This design comes from an exercise in tuning for a short achievable clock period and few clock cycles on the open sky130 flow, not from production work.
The RTL was checked by simulation tests, not by an equivalence proof against the original design.
Power and IR drop assume default switching activity.

## flow/constraint.sdc

```tcl
create_clock -name core_clock -period 7.5 [get_ports {clk}]
set_input_delay 1.5000 -clock core_clock [delete_from_list [all_inputs] [get_ports {clk}]]
set_output_delay 1.5000 -clock core_clock [all_outputs]
set_load 0.01 [all_outputs]
```

## flow/run.sh

```bash
#!/bin/bash
# synth_recipe.tcl (not shown) runs the flow's synth.tcl, then flattens the netlist and writes it again
# the make line also repeats each setting of config.mk as NAME=value (left out here)
make -C /OpenROAD-flow-scripts/flow DESIGN_CONFIG=/design/flow/config.mk WORK_HOME=/design/flow/orfs CLKGATE_MAP_FILE= SYNTH_SCRIPT=/design/flow/synth_recipe.tcl finish
```

## flow/design.v

```verilog
`timescale 1ns/1ps
`default_nettype none
module serial_divide(
	input wire clk,
	input wire rst_n,
	input wire start,
	input wire [15:0] num,
	input wire [15:0] denom,
	output wire done,
	output wire [15:0] quotient,
	output wire [15:0] remainder);
	reg [1:0]  st;
	reg [2:0]  cnt;
	reg [15:0] d;
	reg [17:0] d3;
	reg [15:0] r;
	reg [15:0] nq;			 
	localparam
		ST_IDLE = 0,
		ST_RUN  = 1,
		ST_DONE = 2;
	function [16:0] ksa(input [15:0] a, input [15:0] b, input cin);
		reg [15:0] g, p, gk, pk, c;
		integer i, d;
		begin
			g  = a & b;
			p  = a ^ b;
			gk = g;
			pk = p;
			for (d = 1; d < 16; d = d * 2)
				for (i = 15; i >= d; i = i - 1) begin
					gk[i] = gk[i] | (pk[i] & gk[i - d]);
					pk[i] = pk[i] & pk[i - d];
				end
			c[0] = cin;
			for (i = 1; i < 16; i = i + 1) c[i] = gk[i - 1] | (pk[i - 1] & cin);
			ksa = {gk[15] | (pk[15] & cin), p ^ c};
		end
	endfunction
	function [32:0] ksa32(input [31:0] a, input [31:0] b, input cin);
		reg [31:0] g, p, gk, pk, c;
		integer i, d;
		begin
			g  = a & b;
			p  = a ^ b;
			gk = g;
			pk = p;
			for (d = 1; d < 32; d = d * 2)
				for (i = 31; i >= d; i = i - 1) begin
					gk[i] = gk[i] | (pk[i] & gk[i - d]);
					pk[i] = pk[i] & pk[i - d];
				end
			c[0] = cin;
			for (i = 1; i < 32; i = i + 1) c[i] = gk[i - 1] | (pk[i - 1] & cin);
			ksa32 = {gk[31] | (pk[31] & cin), p ^ c};
		end
	endfunction
	wire [17:0] r4 = {r, nq[15:14]};
	wire [32:0] s1 = ksa32({14'b0, r4}, ~{16'b0, d}, 1'b1);
	wire [32:0] s2 = ksa32({14'b0, r4}, ~{15'b0, d, 1'b0}, 1'b1);
	wire [32:0] s3 = ksa32({14'b0, r4}, ~{14'b0, d3}, 1'b1);
	wire [18:0] t1 = {!s1[32], s1[17:0]};
	wire [18:0] t2 = {!s2[32], s2[17:0]};
	wire [18:0] t3 = {!s3[32], s3[17:0]};
	always @(posedge clk) begin
		if (!rst_n) begin
			st <= ST_IDLE;
		end else begin
			case (st)
				ST_IDLE: if (start) begin
					d  <= denom;
					d3 <= {2'b0, denom} + {1'b0, denom, 1'b0};
					if (denom == 16'd0) begin
						r  <= 16'd0;
						nq <= 16'd0;
						st <= ST_DONE;
					end else if (num < denom) begin
						r  <= num;
						nq <= 16'd0;
						st <= ST_DONE;
					end else if (denom[15:8] != 8'h00 || num[15:8] == 8'h00) begin
						r   <= {8'h00, num[15:8]};
						nq  <= {num[7:0], 8'h00};
						cnt <= 3'd3;
						st  <= ST_RUN;
					end else begin
						r   <= 16'd0;
						nq  <= num;
						cnt <= 3'd7;
						st  <= ST_RUN;
					end
				end
				ST_RUN: begin
					if (!t3[18]) begin
						r  <= t3[15:0];
						nq <= {nq[13:0], 2'd3};
					end else if (!t2[18]) begin
						r  <= t2[15:0];
						nq <= {nq[13:0], 2'd2};
					end else if (!t1[18]) begin
						r  <= t1[15:0];
						nq <= {nq[13:0], 2'd1};
					end else begin
						r  <= r4[15:0];
						nq <= {nq[13:0], 2'd0};
					end
					cnt <= cnt - 3'd1;
					if (cnt == 3'd0) st <= ST_DONE;
				end
				default: st <= ST_IDLE;
			endcase
		end
	end
	assign done      = (st == ST_DONE);
	assign quotient  = nq;
	assign remainder = r;
endmodule
`default_nettype none
`timescale 1ns/1ps
module cf_cpu #(
	parameter TOP_VER     = 8'h00,
    parameter BOOT_VECTOR = 16'hF000,
    parameter USE_BARREL  = 1
)(
	input wire clk,
	input wire rst_n,
	output reg [16:0] bus_address,
	output reg bus_wr_en,
	output reg bus_io_flag,
	output reg bus_burst,
	output reg [15:0] bus_data_in,
	output reg bus_enable,
	input wire bus_ready,
	input wire [15:0] bus_data_out
);
	reg [15:0] reg_ACC;
	reg [15:0] reg_INDEX;
	reg [15:0] reg_R0;
	reg [15:0] reg_R1;
	reg [15:0] reg_SP;
	reg [15:0] reg_PC;					 
	reg [4:0]  reg_flags;				 
	reg [15:0] reg_alt;
	reg [15:0] cycle_count;
	localparam
		FLAG_SLT = 0,
		FLAG_SGT = 1,
		FLAG_ULT = 2,
		FLAG_UGT = 3,
		FLAG_EQ  = 4;
	reg [7:0]  qb0, qb1, qb2, qb3, qb4, qb5, qb6, qb7;
	reg [7:0]  qv;						 
	reg [15:0] fpc;						 
	reg [7:0]  ic_d [0:15];
	reg [2:0]  ic_p [0:15];				 
	reg [11:0] ic_tag0, ic_tag1;
	reg [15:0] ic_v;
	reg [1:0]  btype;
	localparam
		BT_EXEC  = 0,					 
		BT_FETCH = 1,					 
		BT_DISC  = 2;					 
	reg [9:0]  xs;
	localparam
		S_DEC = 0,
		S_WAITD = 1,
		S_WAITP = 2,
		S_ALU = 3,
		S_MUL = 4,
		S_DIV = 5,
		S_RET = 6,
		S_SWA = 7,
		S_SWV = 8,
		S_IO = 9;
	localparam [9:0]
		X_DEC = 10'd1 << S_DEC,
		X_WAITD = 10'd1 << S_WAITD,
		X_WAITP = 10'd1 << S_WAITP,
		X_ALU = 10'd1 << S_ALU,
		X_MUL = 10'd1 << S_MUL,
		X_DIV = 10'd1 << S_DIV,
		X_RET = 10'd1 << S_RET,
		X_SWA = 10'd1 << S_SWA,
		X_SWV = 10'd1 << S_SWV,
		X_IO = 10'd1 << S_IO;
	reg [7:0]  xop;
	reg [15:0] opnd;
	reg [15:0] sw_tab;
	reg [15:0] sw_addr;
	reg [31:0] macc;
	reg [17:0] mpa, mpb;
	reg [15:0] mul_b;
	reg [2:0]  mul_cnt;
	reg        div_start;
	wire       div_done;
	wire [15:0] div_q;
	wire [15:0] div_r;
	serial_divide divider(
		.clk(clk), .rst_n(rst_n),
		.start(div_start), .num(reg_ACC), .denom(opnd),
		.done(div_done), .quotient(div_q), .remainder(div_r));
	function [16:0] ksa(input [15:0] a, input [15:0] b, input cin);
		reg [15:0] g, p, gk, pk, c;
		integer i, d;
		begin
			g  = a & b;
			p  = a ^ b;
			gk = g;
			pk = p;
			for (d = 1; d < 16; d = d * 2)
				for (i = 15; i >= d; i = i - 1) begin
					gk[i] = gk[i] | (pk[i] & gk[i - d]);
					pk[i] = pk[i] & pk[i - d];
				end
			c[0] = cin;
			for (i = 1; i < 16; i = i + 1) c[i] = gk[i - 1] | (pk[i - 1] & cin);
			ksa = {gk[15] | (pk[15] & cin), p ^ c};
		end
	endfunction
	function [32:0] ksa32(input [31:0] a, input [31:0] b, input cin);
		reg [31:0] g, p, gk, pk, c;
		integer i, d;
		begin
			g  = a & b;
			p  = a ^ b;
			gk = g;
			pk = p;
			for (d = 1; d < 32; d = d * 2)
				for (i = 31; i >= d; i = i - 1) begin
					gk[i] = gk[i] | (pk[i] & gk[i - d]);
					pk[i] = pk[i] & pk[i - d];
				end
			c[0] = cin;
			for (i = 1; i < 32; i = i + 1) c[i] = gk[i - 1] | (pk[i - 1] & cin);
			ksa32 = {gk[31] | (pk[31] & cin), p ^ c};
		end
	endfunction
	wire [7:0] op = qb0;
	wire [7:0] b1 = qb1;
	wire [7:0] b2 = qb2;
	wire [2:0] mode = op[2:0];
	wire       is_alu   = (op <= 8'h97) || (op >= 8'hB8 && op <= 8'hC7);
	wire       is_store = (op >= 8'h98 && op <= 8'hB7);
	wire       wide_imm = (op <= 8'h97) && !op[3];
	function [2:0] predec(input [7:0] o);
		reg [1:0] l;
		reg nb;
		begin
			if (o <= 8'hC7) begin
				case (o[2:0])
					3'd0: l = ((o <= 8'h97) && !o[3]) ? 2'd3 : 2'd2;
					3'd1: l = 2'd3;
					3'd3, 3'd4: l = 2'd2;
					default: l = 2'd1;
				endcase
				if (o >= 8'h98 && o <= 8'hB7)
					nb = (o[7:3] == 5'b10011) ? (o[2:0] == 3'd6 || o[2:0] == 3'd7) : 1'b1;
				else
					nb = (o[2:0] != 3'd0);
			end else begin
				case (o)
					8'hD0, 8'hD1, 8'hD2, 8'hD8: l = 2'd3;
					8'hD3, 8'hD4, 8'hD5, 8'hDA, 8'hDB, 8'hEA, 8'hEB: l = 2'd2;
					default: l = 2'd1;
				endcase
				case (o)
					8'hD7, 8'hD8, 8'hD9, 8'hDC, 8'hDD, 8'hEA, 8'hEB: nb = 1'b1;
					default: nb = 1'b0;
				endcase
			end
			predec = {nb, l};
		end
	endfunction
	reg [2:0] pq0, pq1, pq2, pq3, pq4, pq5, pq6, pq7;
	wire [1:0] ilen = pq0[1:0];
	reg have;
	always @* begin
		case (ilen)
			2'd2: have = qv[1];
			2'd3: have = qv[2];
			default: have = qv[0];
		endcase
	end
	wire [15:0] imm  = wide_imm ? {b2, b1} : {8'h00, b1};
	wire [16:0] pc_s1 = ksa(reg_PC, 16'd1, 1'b0);
	wire [16:0] pc_s2 = ksa(reg_PC, 16'd2, 1'b0);
	wire [16:0] pc_s3 = ksa(reg_PC, 16'd3, 1'b0);
	wire [16:0] fpc_s1 = ksa(fpc, 16'd1, 1'b0);
	wire [16:0] fpc_s2 = ksa(fpc, 16'd2, 1'b0);
	wire [15:0] pc_p1 = pc_s1[15:0];
	wire [15:0] pc_p2 = pc_s2[15:0];
	wire [15:0] pc_p3 = pc_s3[15:0];
	wire [15:0] fpc_p1 = fpc_s1[15:0];
	wire [15:0] fpc_p2 = fpc_s2[15:0];
	reg  [15:0] pc_next;
	wire [16:0] sjmp_sum    = ksa(pc_p2, {{8{b1[7]}}, b1}, 1'b0);
	wire [15:0] sjmp_target = sjmp_sum[15:0];
	wire [16:0] ea_ix = ksa(reg_INDEX, {8'h00, b1}, 1'b0);
	wire [16:0] ea_sp = ksa(reg_SP, {8'h00, b1}, 1'b0);
	reg [15:0] ea;
	always @* begin
		case (mode)
			3'd1: ea = {b2, b1};
			3'd2: ea = reg_INDEX;
			3'd3: ea = ea_ix[15:0];
			3'd4: ea = ea_sp[15:0];
			default: ea = reg_SP;
		endcase
	end
	wire ea_hi = !(mode == 3'd2 || mode == 3'd3 || mode == 3'd4);
	wire        in_alu = xs[S_ALU];
	wire [15:0] A      = reg_ACC;
	function [15:0] alu(input [3:0] f, input [15:0] a, input [15:0] b);
		reg [16:0] sa, ss;
		begin
		sa = ksa(a, b, 1'b0);
		ss = ksa(a, ~b, 1'b1);
		case (f)
			4'h0: alu = b;
			4'h1: alu = sa[15:0];
			4'h2: alu = ss[15:0];
			4'h5: alu = a & b;
			4'h6: alu = a | b;
			4'h7: alu = a ^ b;
			4'h8: alu = {15'b0, a == b};
			4'hB: alu = a >> b[3:0];
			4'hC: alu = a << b[3:0];
			default: alu = a;
		endcase
		end
	endfunction
	function [4:0] cmpf(input [15:0] a, input [15:0] b, input w);
		reg [16:0] u1, u2, s1, s2, t1, t2;
		reg [15:0] as, bs;
		begin
			as = {a[15] ^ w, a[14:8], a[7] ^ !w, a[6:0]};
			bs = {b[15] ^ w, b[14:8], b[7] ^ !w, b[6:0]};
			u1 = ksa(a, ~b, 1'b1);
			u2 = ksa(b, ~a, 1'b1);
			s1 = ksa(as, ~bs, 1'b1);
			s2 = ksa(bs, ~as, 1'b1);
			t1 = ksa({8'h00, as[7:0]}, ~{8'h00, bs[7:0]}, 1'b1);
			t2 = ksa({8'h00, bs[7:0]}, ~{8'h00, as[7:0]}, 1'b1);
			cmpf[FLAG_EQ]  = (a == b);
			cmpf[FLAG_ULT] = !u1[16];
			cmpf[FLAG_UGT] = !u2[16];
			cmpf[FLAG_SLT] = w ? !s1[16] : !t1[16];
			cmpf[FLAG_SGT] = w ? !s2[16] : !t2[16];
		end
	endfunction
	wire [15:0] B_d      = imm;
	wire [15:0] alu_d    = alu(op[7:4], A, B_d);
	wire [4:0]  cmp_d    = cmpf(A, B_d, wide_imm);
	reg         xa16, xbyte;
	wire [15:0] rd_opnd  = xbyte ? {8'h00, bus_data_out[7:0]} : bus_data_out;
	wire [15:0] B_x      = in_alu ? opnd : rd_opnd;
	wire [15:0] alu_x    = alu(xop[7:4], A, B_x);
	wire [4:0]  cmp_x    = cmpf(A, B_x, xa16);
	reg ftest;
	always @* begin
		case (op[2:0])
			3'd0: ftest = reg_flags[FLAG_SLT];
			3'd1: ftest = reg_flags[FLAG_SLT] | reg_flags[FLAG_EQ];
			3'd2: ftest = reg_flags[FLAG_SGT];
			3'd3: ftest = reg_flags[FLAG_SGT] | reg_flags[FLAG_EQ];
			3'd4: ftest = reg_flags[FLAG_ULT];
			3'd5: ftest = reg_flags[FLAG_ULT] | reg_flags[FLAG_EQ];
			3'd6: ftest = reg_flags[FLAG_UGT];
			default: ftest = reg_flags[FLAG_UGT] | reg_flags[FLAG_EQ];
		endcase
	end
	function [15:0] st_data(input [7:0] o, input [15:0] acc, input [15:0] idx);
		st_data = (o[7:4] == 4'hA) ? acc : idx;
	endfunction
	function st_burst(input [7:0] o);
		st_burst = (o[7:4] == 4'hB) | ~o[3];
	endfunction
	wire [31:0] mx = {macc[27:0], 4'b0};
	wire [31:0] my = {14'b0, mpa};
	wire [31:0] mz = {12'b0, mpb, 2'b0};
	wire [32:0] mul_sum  = ksa32(mx ^ my ^ mz, {(mx[30:0] & my[30:0]) | (mx[30:0] & mz[30:0]) | (my[30:0] & mz[30:0]), 1'b0}, 1'b0);
	wire [31:0] mul_next = mul_sum[31:0];
	wire [32:0] mul_sa   = ksa32({13'b0, mul_b[13] ? reg_ACC : 16'd0, 3'b0} >> 2, {16'b0, mul_b[12] ? reg_ACC : 16'd0}, 1'b0);
	wire [32:0] mul_sb   = ksa32({13'b0, mul_b[15] ? reg_ACC : 16'd0, 3'b0} >> 2, {16'b0, mul_b[14] ? reg_ACC : 16'd0}, 1'b0);
	wire [17:0] mul_pa   = mul_sa[17:0];
	wire [17:0] mul_pb   = mul_sb[17:0];
	wire [3:0]  ic_i0 = fpc[3:0];
	wire [3:0]  ic_i1 = fpc[3:0] + 4'd1;
	wire        ic_tm0 = (ic_tag0 == fpc[15:4]);
	wire        ic_tm1 = (ic_tag1 == fpc[15:4]);
	wire        ic_h0 = ic_v[ic_i0] && (fpc[3] ? ic_tm1 : ic_tm0);
	wire        ic_h1 = (fpc[3:0] != 4'd15) && ic_v[ic_i1] && (ic_i1[3] ? ic_tm1 : ic_tm0);
	wire        finfl = bus_enable && (btype != BT_EXEC);	 
	wire bfree  = !bus_enable || bus_ready;
	wire bdone  = bus_enable && bus_ready;
	wire exec_now = have && (!pq0[2] || bfree);
	wire [2:0] pd_lo = predec(bus_data_out[7:0]);
	wire [2:0] pd_hi = predec(bus_data_out[15:8]);
	wire       fapp  = bus_enable && bus_ready && (btype == BT_FETCH);
	wire       capp2 = !finfl && ic_h0 && ic_h1 && !qv[6];
	wire       capp1 = !finfl && ic_h0 && !(ic_h1 && !qv[6]) && !qv[7];
	wire       app2  = fapp || capp2;
	wire       app1  = capp1;
	wire       app   = app2 || app1;
	wire [7:0] a_lo  = finfl ? bus_data_out[7:0]  : ic_d[ic_i0];
	wire [7:0] a_hi  = finfl ? bus_data_out[15:8] : ic_d[ic_i1];
	wire [2:0] a_plo = finfl ? pd_lo : ic_p[ic_i0];
	wire [2:0] a_phi = finfl ? pd_hi : ic_p[ic_i1];
	wire [7:0] lo_pos = ~qv & {qv[6:0], 1'b1};
	wire [7:0] hi_pos = {lo_pos[6:0], 1'b0};
	reg [1:0]  cons;
	reg        flush;
	reg        redir;
	reg [15:0] rtarget;
	reg        xreq;
	reg [16:0] r_addr;
	reg        r_wr, r_io, r_burst;
	reg [15:0] r_din;
	reg        r_wait;
	reg        fetch_ok;
	reg [7:0]  t0, t1, t2, t3, t4, t5, t6, t7, t8, t9;
	reg [2:0]  u0, u1, u2, u3, u4, u5, u6, u7, u8, u9;
	reg [7:0]  qva, qvs;
	reg [15:0] mask_d;
	always @(posedge clk) begin
		if (!rst_n) begin
			bus_enable  <= 1'b0;
			bus_wr_en   <= 1'b0;
			bus_io_flag <= 1'b0;
			reg_PC      <= BOOT_VECTOR;
			fpc         <= BOOT_VECTOR;
			qv          <= 8'h00;
			xs          <= X_DEC;
			btype       <= BT_FETCH;
			div_start   <= 1'b0;
			cycle_count <= 16'd0;
		end else begin
			cycle_count <= cycle_count + 1'b1;
			div_start   <= 1'b0;
			cons    = 2'd0;
			flush   = 1'b0;
			redir   = 1'b0;
			rtarget = 16'h0000;
			xreq    = 1'b0;
			r_addr  = 17'h0;
			r_wr    = 1'b0;
			r_io    = 1'b0;
			r_burst = 1'b1;
			r_din   = reg_ACC;
			r_wait  = 1'b1;
			case (1'b1)
				xs[S_DEC]: if (exec_now) begin
					xop   <= op;
					xa16  <= wide_imm;
					xbyte <= !wide_imm && mode != 3'd5;
					if (is_alu) begin
						if (mode == 3'd0) begin
							cons = ilen;
							if (op[7:4] == 4'h3 || op[7:4] == 4'h4) begin
								opnd <= imm;
								xop  <= op;
								xs   <= X_ALU;
							end else begin
								if (op[7:4] == 4'h8) reg_flags <= cmp_d;
								if (op[7:4] == 4'h9) reg_INDEX <= B_d;
								else reg_ACC <= alu_d;
							end
						end else begin
							cons   = ilen;
							xop    <= op;
							if (mode == 3'd5 || mode == 3'd6) reg_SP <= reg_SP + 16'd2;
							xreq   = 1'b1;
							r_addr = {ea_hi, ea};
							xs <= (mode == 3'd6 || mode == 3'd7) ? X_WAITP : X_WAITD;
						end
					end else if (is_store) begin
						if (op[7:3] == 5'b10011) begin	 
							if (mode == 3'd6 || mode == 3'd7) begin
								cons = 2'd1;
								xop  <= op;
								xreq   = 1'b1;
								r_addr = {1'b1, reg_SP};
								xs     <= X_WAITP;
							end else begin
								cons = ilen;
								reg_INDEX <= ea;
							end
						end else begin
							cons   = ilen;
							xop    <= op;
							xreq   = 1'b1;
							if (mode == 3'd6 || mode == 3'd7) begin
								r_addr = {1'b1, reg_SP};
								if (mode == 3'd6) reg_SP <= reg_SP + 16'd2;
								xs <= X_WAITP;
							end else begin
								r_addr  = {ea_hi, ea};
								r_wr    = 1'b1;
								r_din   = st_data(op, reg_ACC, reg_INDEX);
								r_burst = st_burst(op);
								r_wait  = 1'b0;
							end
						end
					end else if (op <= 8'hCF) begin
						cons = 2'd1;
						reg_ACC <= {15'b0, ftest};
					end else begin
						case (op)
							8'hD0, 8'hD1, 8'hD2: begin
								cons = 2'd3;
								if (op == 8'hD0 || (op == 8'hD1 && reg_ACC == 16'd0) || (op == 8'hD2 && reg_ACC != 16'd0)) begin
									redir = 1'b1; rtarget = {b2, b1};
								end
							end
							8'hD3, 8'hD4, 8'hD5: begin
								cons = 2'd2;
								if (op == 8'hD3 || (op == 8'hD4 && reg_ACC == 16'd0) || (op == 8'hD5 && reg_ACC != 16'd0)) begin
									redir = 1'b1; rtarget = sjmp_target;
								end
							end
							8'hD6: begin
								cons = 2'd1;
								redir = 1'b1; rtarget = reg_ACC;
							end
							8'hD7: begin	 
								cons   = 2'd1;
								flush  = 1'b1;
								xreq   = 1'b1;
								r_addr = {1'b0, reg_INDEX};
								sw_tab <= reg_INDEX + 16'd2;
								xs     <= X_SWA;
							end
							8'hD8: begin	 
								cons    = 2'd3;
								xreq    = 1'b1;
								r_addr  = {1'b1, reg_SP - 16'd2};
								r_wr    = 1'b1;
								r_din   = pc_p3;
								r_wait  = 1'b0;
								reg_SP  <= reg_SP - 16'd2;
								redir   = 1'b1;
								rtarget = {b2, b1};
							end
							8'hD9: begin	 
								cons   = 2'd1;
								reg_SP <= reg_SP + 16'd2;
								flush  = 1'b1;
								xreq   = 1'b1;
								r_addr = {1'b1, reg_SP};
								xs     <= X_RET;
							end
							8'hDA: begin cons = 2'd2; reg_SP <= reg_SP - {8'h00, b1}; end
							8'hDB: begin cons = 2'd2; reg_SP <= reg_SP + {8'h00, b1}; end
							8'hDC, 8'hDD: begin	 
								cons   = 2'd1;
								xreq   = 1'b1;
								r_addr = {1'b1, reg_SP - 16'd2};
								r_wr   = 1'b1;
								r_din  = op[0] ? reg_INDEX : reg_ACC;
								r_wait = 1'b0;
								reg_SP <= reg_SP - 16'd2;
							end
							8'hDE: begin cons = 2'd1; reg_SP <= reg_ACC; end
							8'hDF: begin cons = 2'd1; reg_ACC <= reg_SP; end
							8'hE0: begin cons = 2'd1; reg_ACC <= 16'd0; end
							8'hE1: begin cons = 2'd1; reg_ACC <= ~reg_ACC; end
							8'hE2: begin cons = 2'd1; reg_ACC <= -reg_ACC; end
							8'hE3: begin cons = 2'd1; reg_ACC <= (reg_ACC == 16'd0) ? 16'd1 : 16'd0; end
							8'hE4: begin cons = 2'd1; reg_ACC <= reg_ACC + 16'd1; end
							8'hE5: begin cons = 2'd1; reg_ACC <= reg_ACC - 16'd1; end
							8'hE6: begin cons = 2'd1; reg_INDEX <= reg_ACC; end
							8'hE7: begin cons = 2'd1; reg_ACC <= reg_INDEX; end
							8'hE8: begin cons = 2'd1; reg_INDEX <= reg_INDEX + reg_ACC; end
							8'hE9: begin cons = 2'd1; reg_ACC <= reg_alt; end
							8'hEA, 8'hEB: begin	 
								cons   = 2'd2;
								xreq   = 1'b1;
								r_addr = {9'b0, b1};
								r_io   = 1'b1;
								r_wr   = (op == 8'hEA);
								r_din  = reg_ACC;
								if (op == 8'hEB || b1[7:2] == 6'b111100) begin
									xs <= X_IO;
								end else begin
									r_wait = 1'b0;
								end
							end
							8'hED: begin cons = 2'd1; reg_ACC <= {TOP_VER, 8'h06}; end
							8'hEE: begin cons = 2'd1; reg_ACC <= cycle_count; cycle_count <= 16'd0; end
							8'hEF: begin cons = 2'd1; reg_R0 <= reg_ACC; end
							8'hF0: begin cons = 2'd1; reg_R1 <= reg_ACC; end
							8'hF1: begin cons = 2'd1; reg_ACC <= reg_R0; end
							8'hF2: begin cons = 2'd1; reg_ACC <= reg_R1; end
							8'hF3: begin cons = 2'd1; reg_ACC <= reg_R0; reg_R0 <= reg_ACC; end
							8'hF4: begin cons = 2'd1; reg_ACC <= reg_R1; reg_R1 <= reg_ACC; end
							8'hF5: begin cons = 2'd1; reg_ACC <= reg_R0 - 16'd1; reg_R0 <= reg_R0 - 16'd1; end
							8'hF6: begin cons = 2'd1; reg_ACC <= reg_R1 - 16'd1; reg_R1 <= reg_R1 - 16'd1; end
							8'hF7: begin cons = 2'd1; reg_R0 <= reg_R0 + reg_ACC; end
							8'hF8: begin cons = 2'd1; reg_R1 <= reg_R1 + reg_ACC; end
							8'hF9: begin cons = 2'd1; reg_INDEX <= reg_R0 + 16'd1; reg_R0 <= reg_R0 + 16'd1; end
							8'hFA: begin cons = 2'd1; reg_INDEX <= reg_R1 + 16'd1; reg_R1 <= reg_R1 + 16'd1; end
							default: cons = 2'd1;		 
						endcase
					end
				end
				xs[S_WAITD]: if (bdone) begin
					if (xop[7:4] == 4'h3 || xop[7:4] == 4'h4) begin
						opnd <= rd_opnd;
						xs <= X_ALU;
					end else begin
						if (xop[7:4] == 4'h8) reg_flags <= cmp_x;
						if (xop[7:4] == 4'h9) reg_INDEX <= B_x;
						else reg_ACC <= alu_x;
						xs <= X_DEC;
					end
				end
				xs[S_WAITP]: if (bdone) begin
					if (xop <= 8'h97 || xop >= 8'hB8) begin		 
						xreq   = 1'b1;
						r_addr = {1'b1, bus_data_out};
						xs     <= X_WAITD;
					end else if (xop[7:3] == 5'b10011) begin	 
						reg_INDEX <= bus_data_out;
						xs <= X_DEC;
					end else begin								 
						xreq    = 1'b1;
						r_addr  = {1'b1, bus_data_out};
						r_wr    = 1'b1;
						r_din   = st_data(xop, reg_ACC, reg_INDEX);
						r_burst = st_burst(xop);
						r_wait  = 1'b0;
						xs <= X_DEC;
					end
				end
				xs[S_ALU]: begin
					if (xop[7:4] == 4'h3) begin
						macc    <= 32'd0;
						mpa     <= 18'd0;
						mpb     <= 18'd0;
						mul_b   <= (opnd[15:8] == 8'h00) ? {opnd[7:0], 8'h00} : opnd;
						mul_cnt <= (opnd[15:8] == 8'h00) ? 3'd2 : 3'd4;
						xs <= X_MUL;
					end else if (xop[7:4] == 4'h4) begin
						div_start <= 1'b1;
						xs <= X_DIV;
					end else begin
						if (xop[7:4] == 4'h8) reg_flags <= cmp_x;
						if (xop[7:4] == 4'h9) reg_INDEX <= B_x;
						else reg_ACC <= alu_x;
						xs <= X_DEC;
					end
				end
				xs[S_MUL]: begin
					mpa     <= mul_pa;
					mpb     <= mul_pb;
					macc    <= mul_next;
					mul_b   <= {mul_b[11:0], 4'b0};
					mul_cnt <= mul_cnt - 3'd1;
					if (mul_cnt == 3'd0) begin
						{reg_alt, reg_ACC} <= mul_next;
						xs <= X_DEC;
					end
				end
				xs[S_DIV]: if (div_done) begin
					reg_ACC <= div_q;
					reg_alt <= div_r;
					xs <= X_DEC;
				end
				xs[S_RET]: if (bdone) begin
					redir   = 1'b1;
					rtarget = bus_data_out;
					xs <= X_DEC;
				end
				xs[S_SWA]: if (bdone) begin
					sw_addr <= bus_data_out;
					xreq    = 1'b1;
					r_addr  = {1'b0, sw_tab};
					sw_tab  <= sw_tab + 16'd2;
					xs <= X_SWV;
				end
				xs[S_SWV]: if (bdone) begin
					if (sw_addr == 16'd0) begin
						redir = 1'b1; rtarget = bus_data_out;
						xs <= X_DEC;
					end else if (bus_data_out == reg_ACC) begin
						redir = 1'b1; rtarget = sw_addr;
						xs <= X_DEC;
					end else begin
						xreq   = 1'b1;
						r_addr = {1'b0, sw_tab};
						sw_tab <= sw_tab + 16'd2;
						xs <= X_SWA;
					end
				end
				xs[S_IO]: if (bdone) begin
					reg_ACC <= bus_data_out;
					xs <= X_DEC;
				end
				default: xs <= X_DEC;
			endcase
			if (redir) flush = 1'b1;
			cons = (xs[S_DEC] && exec_now) ? ilen : 2'd0;
			if (xs[S_DEC] && exec_now && (op == 8'hD7 || op == 8'hD9)) flush = 1'b1;
			t0 = (app && lo_pos[0]) ? a_lo : qb0;
			t1 = (app && lo_pos[1]) ? a_lo : (app && hi_pos[1]) ? a_hi : qb1;
			t2 = (app && lo_pos[2]) ? a_lo : (app && hi_pos[2]) ? a_hi : qb2;
			t3 = (app && lo_pos[3]) ? a_lo : (app && hi_pos[3]) ? a_hi : qb3;
			t4 = (app && lo_pos[4]) ? a_lo : (app && hi_pos[4]) ? a_hi : qb4;
			t5 = (app && lo_pos[5]) ? a_lo : (app && hi_pos[5]) ? a_hi : qb5;
			t6 = (app && lo_pos[6]) ? a_lo : (app && hi_pos[6]) ? a_hi : qb6;
			t7 = (app && lo_pos[7]) ? a_lo : (app && hi_pos[7]) ? a_hi : qb7;
			t8 = 8'h00; t9 = 8'h00;
			u0 = (app && lo_pos[0]) ? a_plo : pq0;
			u1 = (app && lo_pos[1]) ? a_plo : (app && hi_pos[1]) ? a_phi : pq1;
			u2 = (app && lo_pos[2]) ? a_plo : (app && hi_pos[2]) ? a_phi : pq2;
			u3 = (app && lo_pos[3]) ? a_plo : (app && hi_pos[3]) ? a_phi : pq3;
			u4 = (app && lo_pos[4]) ? a_plo : (app && hi_pos[4]) ? a_phi : pq4;
			u5 = (app && lo_pos[5]) ? a_plo : (app && hi_pos[5]) ? a_phi : pq5;
			u6 = (app && lo_pos[6]) ? a_plo : (app && hi_pos[6]) ? a_phi : pq6;
			u7 = (app && lo_pos[7]) ? a_plo : (app && hi_pos[7]) ? a_phi : pq7;
			u8 = 3'd1; u9 = 3'd1;
			qva = app2 ? {qv[5:0], 2'b11} : app1 ? {qv[6:0], 1'b1} : qv;
			case (cons)
				2'd1: begin
					qb0 <= t1; qb1 <= t2; qb2 <= t3; qb3 <= t4; qb4 <= t5; qb5 <= t6; qb6 <= t7; qb7 <= t8;
					pq0 <= u1; pq1 <= u2; pq2 <= u3; pq3 <= u4; pq4 <= u5; pq5 <= u6; pq6 <= u7; pq7 <= u8;
					qvs = {1'b0, qva[7:1]};
				end
				2'd2: begin
					qb0 <= t2; qb1 <= t3; qb2 <= t4; qb3 <= t5; qb4 <= t6; qb5 <= t7; qb6 <= t8; qb7 <= t9;
					pq0 <= u2; pq1 <= u3; pq2 <= u4; pq3 <= u5; pq4 <= u6; pq5 <= u7; pq6 <= u8; pq7 <= u9;
					qvs = {2'b0, qva[7:2]};
				end
				2'd3: begin
					qb0 <= t3; qb1 <= t4; qb2 <= t5; qb3 <= t6; qb4 <= t7; qb5 <= t8; qb6 <= t9; qb7 <= t9;
					pq0 <= u3; pq1 <= u4; pq2 <= u5; pq3 <= u6; pq4 <= u7; pq5 <= u8; pq6 <= u9; pq7 <= u9;
					qvs = {3'b0, qva[7:3]};
				end
				default: begin
					qb0 <= t0; qb1 <= t1; qb2 <= t2; qb3 <= t3; qb4 <= t4; qb5 <= t5; qb6 <= t6; qb7 <= t7;
					pq0 <= u0; pq1 <= u1; pq2 <= u2; pq3 <= u3; pq4 <= u4; pq5 <= u5; pq6 <= u6; pq7 <= u7;
					qvs = qva;
				end
			endcase
			qv <= flush ? 8'h00 : qvs;
			case (cons)
				2'd1: pc_next = pc_p1;
				2'd2: pc_next = pc_p2;
				2'd3: pc_next = pc_p3;
				default: pc_next = reg_PC;
			endcase
			reg_PC <= redir ? rtarget : pc_next;
			fetch_ok = (fapp ? !qv[4] : !qv[6]) && !ic_h0 && !xs[S_RET] && !xs[S_SWA] && !xs[S_SWV];
			if (redir) fpc <= rtarget;
			else if (app && !finfl) fpc <= app2 ? fpc_p2 : fpc_p1;
			if (xreq) begin
				bus_enable  <= 1'b1;
				bus_address <= r_addr;
				bus_wr_en   <= r_wr;
				bus_io_flag <= r_io;
				bus_burst   <= r_burst;
				bus_data_in <= r_din;
				btype       <= BT_EXEC;
			end else if (bfree && !redir && fetch_ok) begin
				bus_enable  <= 1'b1;
				bus_address <= {1'b0, fpc};
				bus_wr_en   <= 1'b0;
				bus_io_flag <= 1'b0;
				bus_burst   <= 1'b1;
				btype       <= BT_FETCH;
				fpc         <= fpc_p2;
			end else begin
				if (bfree) begin
					bus_enable  <= 1'b0;
					bus_wr_en   <= 1'b0;
					bus_io_flag <= 1'b0;
				end else if (redir && btype == BT_FETCH) begin
					btype <= BT_DISC;
				end
			end
		end
	end
	wire [15:0] fa0 = bus_address[15:0];
	wire [15:0] bus_addr1 = bus_address[15:0] + 16'd1;
	reg  [15:0] icv_n;
	always @(posedge clk) begin
		if (!rst_n) begin
			ic_v <= 16'd0;
		end else if (finfl) begin
			ic_d[fa0[3:0]]       <= bus_data_out[7:0];
			ic_p[fa0[3:0]]       <= pd_lo;
			ic_d[bus_addr1[3:0]] <= bus_data_out[15:8];
			ic_p[bus_addr1[3:0]] <= pd_hi;
			icv_n = ic_v;
			if (!fa0[3] || !bus_addr1[3]) begin
				if (ic_tag0 != (!fa0[3] ? fa0[15:4] : bus_addr1[15:4])) begin
					ic_tag0 <= !fa0[3] ? fa0[15:4] : bus_addr1[15:4];
					icv_n[7:0] = 8'd0;
				end
			end
			if (fa0[3] || bus_addr1[3]) begin
				if (ic_tag1 != (fa0[3] ? fa0[15:4] : bus_addr1[15:4])) begin
					ic_tag1 <= fa0[3] ? fa0[15:4] : bus_addr1[15:4];
					icv_n[15:8] = 8'd0;
				end
			end
			icv_n[fa0[3:0]]       = 1'b1;
			icv_n[bus_addr1[3:0]] = 1'b1;
			ic_v <= icv_n;
		end
	end
endmodule
```

## flow/config.mk

```make
export PLATFORM = sky130hd
export DESIGN_NAME = cf_cpu
export DESIGN_NICKNAME = cf_cpu
export VERILOG_FILES = /design/flow/design.v
export SDC_FILE = /design/flow/constraint.sdc
export NUM_CORES = 4
export LEC_CHECK = 0
export ABC_CLOCK_PERIOD_IN_PS = 3000
export CAP_MARGIN = 20
export CELL_PAD_IN_SITES_DETAIL_PLACEMENT = 1
export CELL_PAD_IN_SITES_GLOBAL_PLACEMENT = 2
export CORE_MARGIN = 2
export CORE_UTILIZATION = 35
export PLACE_DENSITY = 0.55
export SETUP_SLACK_MARGIN = 4.0
export SLEW_MARGIN = 20
```

==> metrics.md, run 1 <==
| Metric | Value |
|---|---|
| Status | no timing/DRC/antenna violations |
| Area leader, netlist | edfxtp_1 |
| Initial core utilization | 35.1% |
| Largest net degree at the start of global routing | 67 |
| Worst-skew pair later-pin latency | 820 ps |
| CTS Root Buffer Type | clkbuf_16 |
| DR WL/cell | 36.5 um |
| Worst-path maximum fanout | 5 |
| Gr ovfl total | 0 |
| TNS Setup | 0 ps |
| Instance count of the mapped netlist | 7748 |
| # H-tree levels | 3 |
| Core area | 192000 um2 |
| Boundary pin count | 56 |
| RSZ-0062 raised after global routing | yes |
| Pre-antenna DRT Iters | 9 |
| Top cell type's share of synthesized area | 28.0% |
| Initial antenna violation count | 17 |
| Layout cells sized above 1 | 27.9% |
| Residual DRC count | 0 |
| Max Freq | 238 MHz |
| Most frequent cell after synthesis | nor2_1 |
| Async set or reset register ratio after synthesis | 0% |
| Hold Worst Slack | 520 ps |
| Slew margin rel. | 15.9% |
| Die H | 443 um |
| Vias per cell | 6.53 |
| Slew Viols, Final | 0 |
| Synthesized cell area | 67400 um2 |
| PortBufs | 55 |
| Clock transition at path regs | 70 ps |
| Area of the multi-input gates | 49000 um2 |
| Slew @ Worst Pin | 1260 ps |
| Final worst path period need | 4200 ps |
| Leak | 32.0 nW |
| Gp weighted congestion | 0.966 |
| Total GRT Usage | 38.4% |
| CP Launch Type | flop |
| Detailed Route WL | 395 mm |
| Top post-synthesis cells by count | nor2_1, nand2_1, a21oi_1, edfxtp_1, clkbuf_1 |
| Post-DP HPWL | 272 mm |
| CTS buffer count | 98 |
| Routed Antenna Nets | 0 |
| Clk buf depth | 3 |
| Netlist cell types | 114 |
| Worst VDD drop | 243 uV |
| CP Data Required Time | 8030 ps |
| Final net count | 8671 |
| P per Cell Area | 378 nW/um2 |
| Yosys Warn Count | 2 |
| Num Clock Sinks | 719 |
| Net Count, Synth | 8217 |
| Global-route wire length before repair | 543 mm |
| Cts-stage hold buffer count | 0 |
| Fin. Hold Viols | 0 |
| Vias in the first global route | 68800 |
| Hold WC Path Type | reg -> reg |
| Setup Skew | 89.0 ps |
| Critical path capture point type | flop |
| CTS tree | built |
| Vias | 70700 |
| First DRT Iteration DRCs | 8083 |
| Yosys reg bits | 719 |
| Worst EP arrival | 4730 ps |
| Die area | 196000 um2 |
| Reg area | 20800 um2 |
| # setup viols final | 0 |
| Most area-consuming cells after synthesis | edfxtp_1, ha_1, a21oi_1 |
| Top FF cell, synth | edfxtp_1 |
| Die width | 443 um |
| WS Path Type | reg -> reg |
| Final Cycle Share | 56.0% |
| Area Growth Syn to Fin | 29.5% |
| # rows | 161 |
| Max-cap viol count | 0 |
| EDFF count, synth | 629 |
| Fillers | 21400 |
| Mapped Avg Cell Area | 8.70 um2 |
| Sequential-to-total area share from yosys stat | 30.7% |
-- state kept, by name (all words and copies together) (netlist names), 17 cells and up --
signal	count
bus_address	17
mpb	18
ic_p	48
divider.d3	17
mpa	18
ic_d	128
macc	28
-- critical path: stages (launching register included) --
cell	delay (ps)
edfxtp_1	460
buf_6	130
buf_6	90
buf_6	80
nor2b_4	220
nand3_2	90
buf_6	150
nor3_4	210
buf_12	150
buf_6	100
buf_6	90
buf_8	130
ha_4	210
and2_4	160
a22o_1	200
a311oi_2	260
a21oi_2	130
a31oi_4	220
xnor2_2	80
a221o_1	430
a211o_1	300
-- worst paths after layout --
kind | start | end | slack [ps] | depth (start not counted)
setup / recovery | qb0[5] | reg_ACC[13] | 3300 | 20
hold / removal | ic_v[4] | ic_v[4] | 520 | 2
setup reg to reg | qb0[5] | reg_ACC[13] | 3300 | 20
hold reg to reg | ic_v[4] | ic_v[4] | 520 | 2
-- layout by cell type (no fill, tap or decap), types with 80 or more instances in the layout --
cell type	n
xnor2_1	231
buf_12	80
mux2i_1	124
a211oi_1	94
nand3_1	147
clkbuf_16	108
nor3_1	154
nand2b_1	83
inv_1	225
xor2_1	164
buf_4	654
and2_1	98
a21oi_2	85
o21ai_0	325
a21oi_1	524
a22oi_1	106
nor2_1	645
edfxtp_1	629
mux2_2	121
ha_1	362
mux4_2	125
nand2_1	645
a21o_1	87
buf_6	126
-- per-stage QoR --
stage | total power, W | instances | cell area [um2] | utilization [%] | worst slack [ps]
after detailed placement | 0.0228 | 9990 | 71800 | 37.4 | 1440
after CTS | 0.0305 | 10600 | 82500 | 43.0 | 3400
after global routing | 0.0339 | 10800 | 87300 | 45.5 | 3200
final | 0.0330 | 10800 | 87300 | 45.5 | 3300
after floorplan | 0.0164 | 7748 | 69000 | - | 3030
after global placement | 0.0227 | 9989 | 71700 | 37.4 | 1500
-- layout make-up --
type | count | share of cell area [%]
repair buffers | 970 | 11.2
repair inverters | 2 | 0.0158
clock buffers | 128 | 3.05
inverters | 264 | 1.29
diodes | 13 | 0.0373
multi-input cells | 6147 | 56.2
flip-flops and latches | 719 | 23.8
well taps | 2526 | 3.62
clock inverters | 57 | 0.805
-- power breakdown --
part	leakage, nW	switching (W)	internal (W)	total (W)
Sequential	6.51	0.000758	0.00539	0.00615
Clock	1.62	0.00220	0.00284	0.00505
Combinational	23.9	0.0137	0.00804	0.0218
-- kinds of logic after synthesis --
| logic type | share of synthesized area [%] |
|---|---|
| compound gates | 24.5 |
| simple gates | 16.5 |
| buf+inv | 5.19 |
| flops | 30.7 |
| fa+ha+maj | 8.68 |
| xor+xnor | 5.68 |
| mux | 8.77 |
-- routing by layer --
layer	track usage [%]	share of wire (%)	up-vias
li1	-	-	30200
met3	6.26	7.7	878
met5	0	0.023	-
met4	20.1	6.2	14
met1	50.4	41	36100
met2	60.8	45	3466
-- what timing repair did --
action / CTS / global route
setup buffers: 360 / 242
gates cloned: 21 / 14
setup endpoints to repair: 819 / 362
pin swaps: 229 / 313
resized for setup: 885 / 573
Testbench counts, summed over its fixed seeds: cycles 171,253.
==> inputs of run 2 (changes only) <==
--- a/flow/design.v
+++ b/flow/design.v
@@ -191,7 +191,7 @@
 	reg [17:0] mpa, mpb;
 	reg [15:0] mul_b;
 	reg [2:0]  mul_cnt;
-	reg        div_start;
+	wire       div_start = xs[S_ALU] && (xop[7:4] == 4'h4);
 	wire       div_done;
 	wire [15:0] div_q;
 	wire [15:0] div_r;
@@ -296,6 +296,21 @@
 	wire [16:0] sjmp_sum    = ksa(pc_p2, {{8{b1[7]}}, b1}, 1'b0);
 	wire [15:0] sjmp_target = sjmp_sum[15:0];
 	wire [16:0] ea_ix = ksa(reg_INDEX, {8'h00, b1}, 1'b0);
+	wire [16:0] sp_s_p2 = ksa(reg_SP, 16'd2, 1'b0);
+	wire [16:0] sp_s_m2 = ksa(reg_SP, 16'hFFFE, 1'b0);
+	wire [16:0] sp_s_mb = ksa(reg_SP, ~{8'h00, b1}, 1'b1);
+	wire [16:0] ix_s_pa = ksa(reg_INDEX, reg_ACC, 1'b0);
+	wire [16:0] r0_s_pa = ksa(reg_R0, reg_ACC, 1'b0);
+	wire [16:0] r1_s_pa = ksa(reg_R1, reg_ACC, 1'b0);
+	wire [16:0] r0_s_p1 = ksa(reg_R0, 16'd1, 1'b0);
+	wire [16:0] r1_s_p1 = ksa(reg_R1, 16'd1, 1'b0);
+	wire [16:0] r0_s_m1 = ksa(reg_R0, 16'hFFFF, 1'b0);
+	wire [16:0] r1_s_m1 = ksa(reg_R1, 16'hFFFF, 1'b0);
+	wire [16:0] ac_s_p1 = ksa(reg_ACC, 16'd1, 1'b0);
+	wire [16:0] ac_s_m1 = ksa(reg_ACC, 16'hFFFF, 1'b0);
+	wire [16:0] ac_s_ng = ksa(~reg_ACC, 16'd0, 1'b1);
+	wire [15:0] sp_p2 = sp_s_p2[15:0];
+	wire [15:0] sp_m2 = sp_s_m2[15:0];
 	wire [16:0] ea_sp = ksa(reg_SP, {8'h00, b1}, 1'b0);
 	reg [15:0] ea;
 	always @* begin
@@ -380,8 +395,10 @@
 	wire [31:0] mz = {12'b0, mpb, 2'b0};
 	wire [32:0] mul_sum  = ksa32(mx ^ my ^ mz, {(mx[30:0] & my[30:0]) | (mx[30:0] & mz[30:0]) | (my[30:0] & mz[30:0]), 1'b0}, 1'b0);
 	wire [31:0] mul_next = mul_sum[31:0];
-	wire [32:0] mul_sa   = ksa32({13'b0, mul_b[13] ? reg_ACC : 16'd0, 3'b0} >> 2, {16'b0, mul_b[12] ? reg_ACC : 16'd0}, 1'b0);
-	wire [32:0] mul_sb   = ksa32({13'b0, mul_b[15] ? reg_ACC : 16'd0, 3'b0} >> 2, {16'b0, mul_b[14] ? reg_ACC : 16'd0}, 1'b0);
+	wire [15:0] mul_b0   = (opnd[15:8] == 8'h00) ? {opnd[7:0], 8'h00} : opnd;
+	wire [3:0]  mul_nib  = xs[S_ALU] ? mul_b0[15:12] : mul_b[15:12];
+	wire [32:0] mul_sa   = ksa32({13'b0, mul_nib[1] ? reg_ACC : 16'd0, 3'b0} >> 2, {16'b0, mul_nib[0] ? reg_ACC : 16'd0}, 1'b0);
+	wire [32:0] mul_sb   = ksa32({13'b0, mul_nib[3] ? reg_ACC : 16'd0, 3'b0} >> 2, {16'b0, mul_nib[2] ? reg_ACC : 16'd0}, 1'b0);
 	wire [17:0] mul_pa   = mul_sa[17:0];
 	wire [17:0] mul_pb   = mul_sb[17:0];
 	wire [3:0]  ic_i0 = fpc[3:0];
@@ -432,11 +449,9 @@
 			qv          <= 8'h00;
 			xs          <= X_DEC;
 			btype       <= BT_FETCH;
-			div_start   <= 1'b0;
 			cycle_count <= 16'd0;
 		end else begin
 			cycle_count <= cycle_count + 1'b1;
-			div_start   <= 1'b0;
 			cons    = 2'd0;
 			flush   = 1'b0;
 			redir   = 1'b0;
@@ -468,7 +483,7 @@
 						end else begin
 							cons   = ilen;
 							xop    <= op;
-							if (mode == 3'd5 || mode == 3'd6) reg_SP <= reg_SP + 16'd2;
+							if (mode == 3'd5 || mode == 3'd6) reg_SP <= sp_p2;
 							xreq   = 1'b1;
 							r_addr = {ea_hi, ea};
 							xs <= (mode == 3'd6 || mode == 3'd7) ? X_WAITP : X_WAITD;
@@ -491,7 +506,7 @@
 							xreq   = 1'b1;
 							if (mode == 3'd6 || mode == 3'd7) begin
 								r_addr = {1'b1, reg_SP};
-								if (mode == 3'd6) reg_SP <= reg_SP + 16'd2;
+								if (mode == 3'd6) reg_SP <= sp_p2;
 								xs <= X_WAITP;
 							end else begin
 								r_addr  = {ea_hi, ea};
@@ -533,44 +548,44 @@
 							8'hD8: begin	 
 								cons    = 2'd3;
 								xreq    = 1'b1;
-								r_addr  = {1'b1, reg_SP - 16'd2};
+								r_addr  = {1'b1, sp_m2};
 								r_wr    = 1'b1;
 								r_din   = pc_p3;
 								r_wait  = 1'b0;
-								reg_SP  <= reg_SP - 16'd2;
+								reg_SP  <= sp_m2;
 								redir   = 1'b1;
 								rtarget = {b2, b1};
 							end
 							8'hD9: begin	 
 								cons   = 2'd1;
-								reg_SP <= reg_SP + 16'd2;
+								reg_SP <= sp_p2;
 								flush  = 1'b1;
 								xreq   = 1'b1;
 								r_addr = {1'b1, reg_SP};
 								xs     <= X_RET;
 							end
-							8'hDA: begin cons = 2'd2; reg_SP <= reg_SP - {8'h00, b1}; end
-							8'hDB: begin cons = 2'd2; reg_SP <= reg_SP + {8'h00, b1}; end
+							8'hDA: begin cons = 2'd2; reg_SP <= sp_s_mb[15:0]; end
+							8'hDB: begin cons = 2'd2; reg_SP <= ea_sp[15:0]; end
 							8'hDC, 8'hDD: begin	 
 								cons   = 2'd1;
 								xreq   = 1'b1;
-								r_addr = {1'b1, reg_SP - 16'd2};
+								r_addr = {1'b1, sp_m2};
 								r_wr   = 1'b1;
 								r_din  = op[0] ? reg_INDEX : reg_ACC;
 								r_wait = 1'b0;
-								reg_SP <= reg_SP - 16'd2;
+								reg_SP <= sp_m2;
 							end
 							8'hDE: begin cons = 2'd1; reg_SP <= reg_ACC; end
 							8'hDF: begin cons = 2'd1; reg_ACC <= reg_SP; end
 							8'hE0: begin cons = 2'd1; reg_ACC <= 16'd0; end
 							8'hE1: begin cons = 2'd1; reg_ACC <= ~reg_ACC; end
-							8'hE2: begin cons = 2'd1; reg_ACC <= -reg_ACC; end
+							8'hE2: begin cons = 2'd1; reg_ACC <= ac_s_ng[15:0]; end
 							8'hE3: begin cons = 2'd1; reg_ACC <= (reg_ACC == 16'd0) ? 16'd1 : 16'd0; end
-							8'hE4: begin cons = 2'd1; reg_ACC <= reg_ACC + 16'd1; end
-							8'hE5: begin cons = 2'd1; reg_ACC <= reg_ACC - 16'd1; end
+							8'hE4: begin cons = 2'd1; reg_ACC <= ac_s_p1[15:0]; end
+							8'hE5: begin cons = 2'd1; reg_ACC <= ac_s_m1[15:0]; end
 							8'hE6: begin cons = 2'd1; reg_INDEX <= reg_ACC; end
 							8'hE7: begin cons = 2'd1; reg_ACC <= reg_INDEX; end
-							8'hE8: begin cons = 2'd1; reg_INDEX <= reg_INDEX + reg_ACC; end
+							8'hE8: begin cons = 2'd1; reg_INDEX <= ix_s_pa[15:0]; end
 							8'hE9: begin cons = 2'd1; reg_ACC <= reg_alt; end
 							8'hEA, 8'hEB: begin	 
 								cons   = 2'd2;
@@ -593,12 +608,12 @@
 							8'hF2: begin cons = 2'd1; reg_ACC <= reg_R1; end
 							8'hF3: begin cons = 2'd1; reg_ACC <= reg_R0; reg_R0 <= reg_ACC; end
 							8'hF4: begin cons = 2'd1; reg_ACC <= reg_R1; reg_R1 <= reg_ACC; end
-							8'hF5: begin cons = 2'd1; reg_ACC <= reg_R0 - 16'd1; reg_R0 <= reg_R0 - 16'd1; end
-							8'hF6: begin cons = 2'd1; reg_ACC <= reg_R1 - 16'd1; reg_R1 <= reg_R1 - 16'd1; end
-							8'hF7: begin cons = 2'd1; reg_R0 <= reg_R0 + reg_ACC; end
-							8'hF8: begin cons = 2'd1; reg_R1 <= reg_R1 + reg_ACC; end
-							8'hF9: begin cons = 2'd1; reg_INDEX <= reg_R0 + 16'd1; reg_R0 <= reg_R0 + 16'd1; end
-							8'hFA: begin cons = 2'd1; reg_INDEX <= reg_R1 + 16'd1; reg_R1 <= reg_R1 + 16'd1; end
+							8'hF5: begin cons = 2'd1; reg_ACC <= r0_s_m1[15:0]; reg_R0 <= r0_s_m1[15:0]; end
+							8'hF6: begin cons = 2'd1; reg_ACC <= r1_s_m1[15:0]; reg_R1 <= r1_s_m1[15:0]; end
+							8'hF7: begin cons = 2'd1; reg_R0 <= r0_s_pa[15:0]; end
+							8'hF8: begin cons = 2'd1; reg_R1 <= r1_s_pa[15:0]; end
+							8'hF9: begin cons = 2'd1; reg_INDEX <= r0_s_p1[15:0]; reg_R0 <= r0_s_p1[15:0]; end
+							8'hFA: begin cons = 2'd1; reg_INDEX <= r1_s_p1[15:0]; reg_R1 <= r1_s_p1[15:0]; end
 							default: cons = 2'd1;		 
 						endcase
 					end
@@ -635,13 +650,12 @@
 				xs[S_ALU]: begin
 					if (xop[7:4] == 4'h3) begin
 						macc    <= 32'd0;
-						mpa     <= 18'd0;
-						mpb     <= 18'd0;
-						mul_b   <= (opnd[15:8] == 8'h00) ? {opnd[7:0], 8'h00} : opnd;
-						mul_cnt <= (opnd[15:8] == 8'h00) ? 3'd2 : 3'd4;
+						mpa     <= mul_pa;
+						mpb     <= mul_pb;
+						mul_b   <= {mul_b0[11:0], 4'b0};
+						mul_cnt <= (opnd[15:8] == 8'h00) ? 3'd1 : 3'd3;
 						xs <= X_MUL;
 					end else if (xop[7:4] == 4'h4) begin
-						div_start <= 1'b1;
 						xs <= X_DIV;
 					end else begin
 						if (xop[7:4] == 4'h8) reg_flags <= cmp_x;
==> run 2 against run 1 <==
- still clean
- non-clock buffer count up 145
- register-to-register slack about the same
- wire length up 0.34%
- power down 0.78%
- sequential power down 2%
- critical path type unchanged
- critical endpoint is now divider.nq[0]
==> metrics.md, run 2 <==
| Metric | Value |
|---|---|
| Net Count, Synth | 8100 (was 8217) |
| Boundary pin count | 56 (unchanged) |
| Clk buf depth | 3 (unchanged) |
| Reg area | 20600 um2 (was 20800 um2) |
| # rows | 160 (was 161) |
| P per Cell Area | 366 nW/um2 (was 378 nW/um2) |
| Slew Viols, Final | 0 (unchanged) |
| Top post-synthesis cells by count | nor2_1, a21oi_1, edfxtp_1, nand2_1, clkbuf_1 (was nor2_1, nand2_1, a21oi_1, edfxtp_1, clkbuf_1) |
| Routed Antenna Nets | 0 (unchanged) |
| Async set or reset register ratio after synthesis | 0% (unchanged) |
| Slew margin rel. | 19.5% (was 15.9%) |
| Leak | 32.6 nW (was 32.0 nW) |
| Netlist cell types | 106 (was 114) |
| Vias | 71200 (was 70700) |
| Reg2Reg Depth | 28 (was 20) |
| Mapped Avg Cell Area | 8.71 um2 (was 8.70 um2) |
| Area of the multi-input gates | 49800 um2 (was 49000 um2) |
| Slew @ Worst Pin | 1210 ps (was 1260 ps) |
| CTS Root Buffer Type | clkbuf_16 (unchanged) |
| Hold_sp | ic_v[14] (was ic_v[4]) |
| Final net count | 8705 (was 8671) |
| WHS Endpoint | ic_v[14] (was ic_v[4]) |
| Reg-to-Reg Start | opnd[10] (was qb0[5]) |
| Layout cells sized above 1 | 31.5% (was 27.9%) |
| EDFF count, synth | 625 (was 629) |
| Top cell type's share of synthesized area | 28.2% (was 28.0%) |
| Gr ovfl total | 0 (unchanged) |
| Vias in the first global route | 69200 (was 68800) |
| Fillers | 20900 (was 21400) |
| Flop2flop setup slack | 3290 ps (was 3300 ps) |
| Status | no timing/DRC/antenna violations (unchanged) |
| Instance count of the mapped netlist | 7651 (was 7748) |
| Max Freq | 238 MHz (about the same) |
| Gp weighted congestion | 0.956 (was 0.966) |
| Initial core utilization | 35.2% (was 35.1%) |
| Yosys reg bits | 714 (was 719) |
| Most area-consuming cells after synthesis | edfxtp_1, ha_1, a21oi_1 (unchanged) |
| Worst path max stage delay | 510 ps (was 460 ps) |
| Most frequent cell after synthesis | nor2_1 (unchanged) |
| Fin. Hold Viols | 0 (unchanged) |
| Placed cell area | 71500 um2 (was 71800 um2) |
| FF-to-FF End | divider.nq[0] (was reg_ACC[13]) |
| # setup viols final | 0 (unchanged) |
| Num Clock Sinks | 714 (was 719) |
| Sequential-to-total area share from yosys stat | 30.8% (was 30.7%) |
| Residual DRC count | 0 (unchanged) |
| CTS buffer count | 96 (was 98) |
| TNS Setup | 0 ps (unchanged) |
| Largest register FFs | 128 (unchanged) |
| Global-route wire length before repair | 543 mm (about the same) |
| # H-tree levels | 3 (unchanged) |
| CP Launch Type | flop (unchanged) |
| Most frequent cells in the layout | buf_4, nor2_1, edfxtp_1, nand2_1, a21oi_1 (was buf_4, nand2_1, nor2_1, edfxtp_1, a21oi_1) |
| Worst VDD drop | 268 uV (was 243 uV) |
| CP Data Required Time | 8050 ps (was 8030 ps) |
| Detailed Route WL | 397 mm (was 395 mm) |
| Yosys Warn Count | 2 (unchanged) |
| Vias per cell | 6.55 (was 6.53) |
| Post-DP HPWL | 265 mm (was 272 mm) |
| PortBufs | 55 (unchanged) |
| RSZ-0062 raised after global routing | yes (unchanged) |
| Die width | 440 um (was 443 um) |
| Worst EP arrival | 4760 ps (was 4730 ps) |
| Die H | 440 um (was 443 um) |
| CTS tree | built (unchanged) |
| Setup Skew | 80.5 ps (was 89.0 ps) |
| Pre-antenna DRT Iters | 8 (was 9) |
| Hold Crit Depth | 2 (unchanged) |
| Top FF cell, synth | edfxtp_1 (unchanged) |
| Cts-stage hold buffer count | 0 (unchanged) |
| Die area | 194000 um2 (was 196000 um2) |
| Hold WC Path Type | reg -> reg (unchanged) |
| Area Growth Syn to Fin | 33.9% (was 29.5%) |
| Worst-skew pair later-pin latency | 820 ps (about the same) |
| Initial antenna violation count | 24 (was 17) |
| Synthesized cell area | 66600 um2 (was 67400 um2) |
| Layout Cell Area excl Fill | 89300 um2 (was 87300 um2) |
| DR WL/cell | 36.5 um (about the same) |
| Clock transition at path regs | 60 ps (was 70 ps) |
| Area leader, netlist | edfxtp_1 (unchanged) |
| Final worst path period need | 4210 ps (was 4200 ps) |
| Slowest stage cell on the critical path | edfxtp_1 (unchanged) |
| Max-cap viol count | 0 (unchanged) |
| First DRT Iteration DRCs | 7827 (was 8083) |
| Core area | 190000 um2 (was 192000 um2) |
| WS Path Type | reg -> reg (unchanged) |
| Most common cell type on the critical path | buf_6 (unchanged) |
| Critical path capture point type | flop (unchanged) |
| Worst-path maximum fanout | 8 (was 5) |
| Final Cycle Share | 56.1% (was 56.0%) |
| Commonest non-fill, non-tap cell in the layout | buf_4 (unchanged) |
| Largest net degree at the start of global routing | 118 (was 67) |
| Total GRT Usage | 39.0% (was 38.4%) |
-- run 2: critical path: cells and delay by family (launching register included) --
kind            cells  cell delay, ps
buf+inv            20            2130
compound gates      5             850
flops               1             510
fa+ha+maj           1             230
simple gates        2             200
-- run 2: cell families (layout without fill, tap and decap cells) --
family                     Yosys count  after routing  share of synthesized area [%]
xor gates and xnor gates           446            446                           5.92
and+or+nand+nor                   2272           2274                           16.1
other                                0             24                              0
DFF                                714            714                           30.8
adders and majority gates          431            431                           8.38
muxes                              465            465                           9.14
buffers and inverters              895           1573                           5.20
AOI/OAI and AO/OA                 2428           2432                           24.4
-- run 2: power breakdown --
part	switching, W	internal, W
logic	0.0135	0.00822
registers	0.000718	0.00532
clock network	0.00217	0.00273
-- run 2: cell type report --
type	instances	share of cell area [%]
clock buffer	128	2.98
timing repair buffer	1115	12.6
inverter	278	1.34
tap	2511	3.52
multi-input combinational	6048	55.8
clock inverter	49	0.645
antenna	24	0.0673
timing repair inverter	3	0.0322
sequential	714	23.1
-- run 2: worst max path at each step --
| stage | slack (ps) | endpoint | from |
|---|---|---|---|
| global placement | 1550 | pq2[0] | bus_data_out[11] |
| detailed placement | 1510 | pq2[0] | bus_data_out[11] |
| global route | 3240 | mpa[15] | opnd[10] |
| floorplan | 3120 | reg_ACC[14] | bus_data_out[0] |
| finish | 3290 | divider.nq[0] | opnd[10] |
| CTS | 3400 | mpb[15] | opnd[10] |
-- run 2: routing by layer --
| metal | part of all wire [%] | wire length, um | vias to the layer above | track usage, % |
|---|---|---|---|---|
| met5 | 0.039 | 156 | - | 0 |
| met4 | 7.4 | 29200 | 18 | 22.0 |
| met3 | 8.1 | 32300 | 981 | 6.57 |
| met2 | 44 | 174000 | 3538 | 60.6 |
| met1 | 41 | 161000 | 36500 | 51.2 |
| li1 | - | - | 30200 | - |
-- run 2: timing repair --
item	CTS	global route
gates cloned	30	13
gates resized for setup	1067	571
endpoints found under the setup margin	739	422
pin swaps	347	401
buffers inserted	489	238
-- run 2: metrics by stage --
stage          total power (W)  instances  worst slack [ps]  util (%)  hold slack [ps]
3_3_place_gp            0.0218       9893              1550      37.7              458
5_1_grt                 0.0336      10900              3240      47.1              501
6_report                0.0327      10900              3290      47.1              476
3_5_place_dp            0.0219       9897              1510      37.7              466
2_1_floorplan           0.0158       7651              3120         -              424
4_1_cts                 0.0302      10600              3400      44.4              474
Testbench counts of run 2, summed over its fixed seeds: cycles 168,808.

==> re-timing with driven ports <==
Ports are ideal in the flow. The routed layouts listed here were re-timed in OpenROAD. Step 1, drivers: a clkbuf_16 drives clk and a buf_2 each remaining input, both assumed. Step 2 moves the port delays by t, midway between the first and last clock arrival at a register: inputs arrive t later, outputs are due t later. That takes back most of the time a late clock gives input paths. a / b / c = ideal / step 1 / step 2; a / b = the first two.
| run | t (ns) | setup slack, ns | worst setup path at the end | worst data-port slew with drivers (ns) |
|---|---|---|---|---|
| run 1 | 0.864 | 3.296 / 3.296 / 2.645 | input to register | 0.07 |
| run 2 | 0.877 | 3.290 / 3.290 / 2.775 | input to register | 0.27 |
After both steps setup and hold are still met in every run listed. The setup slack of run 1, which loses most, moves by 0.000 ns with the drivers and by -0.651 ns with both steps.
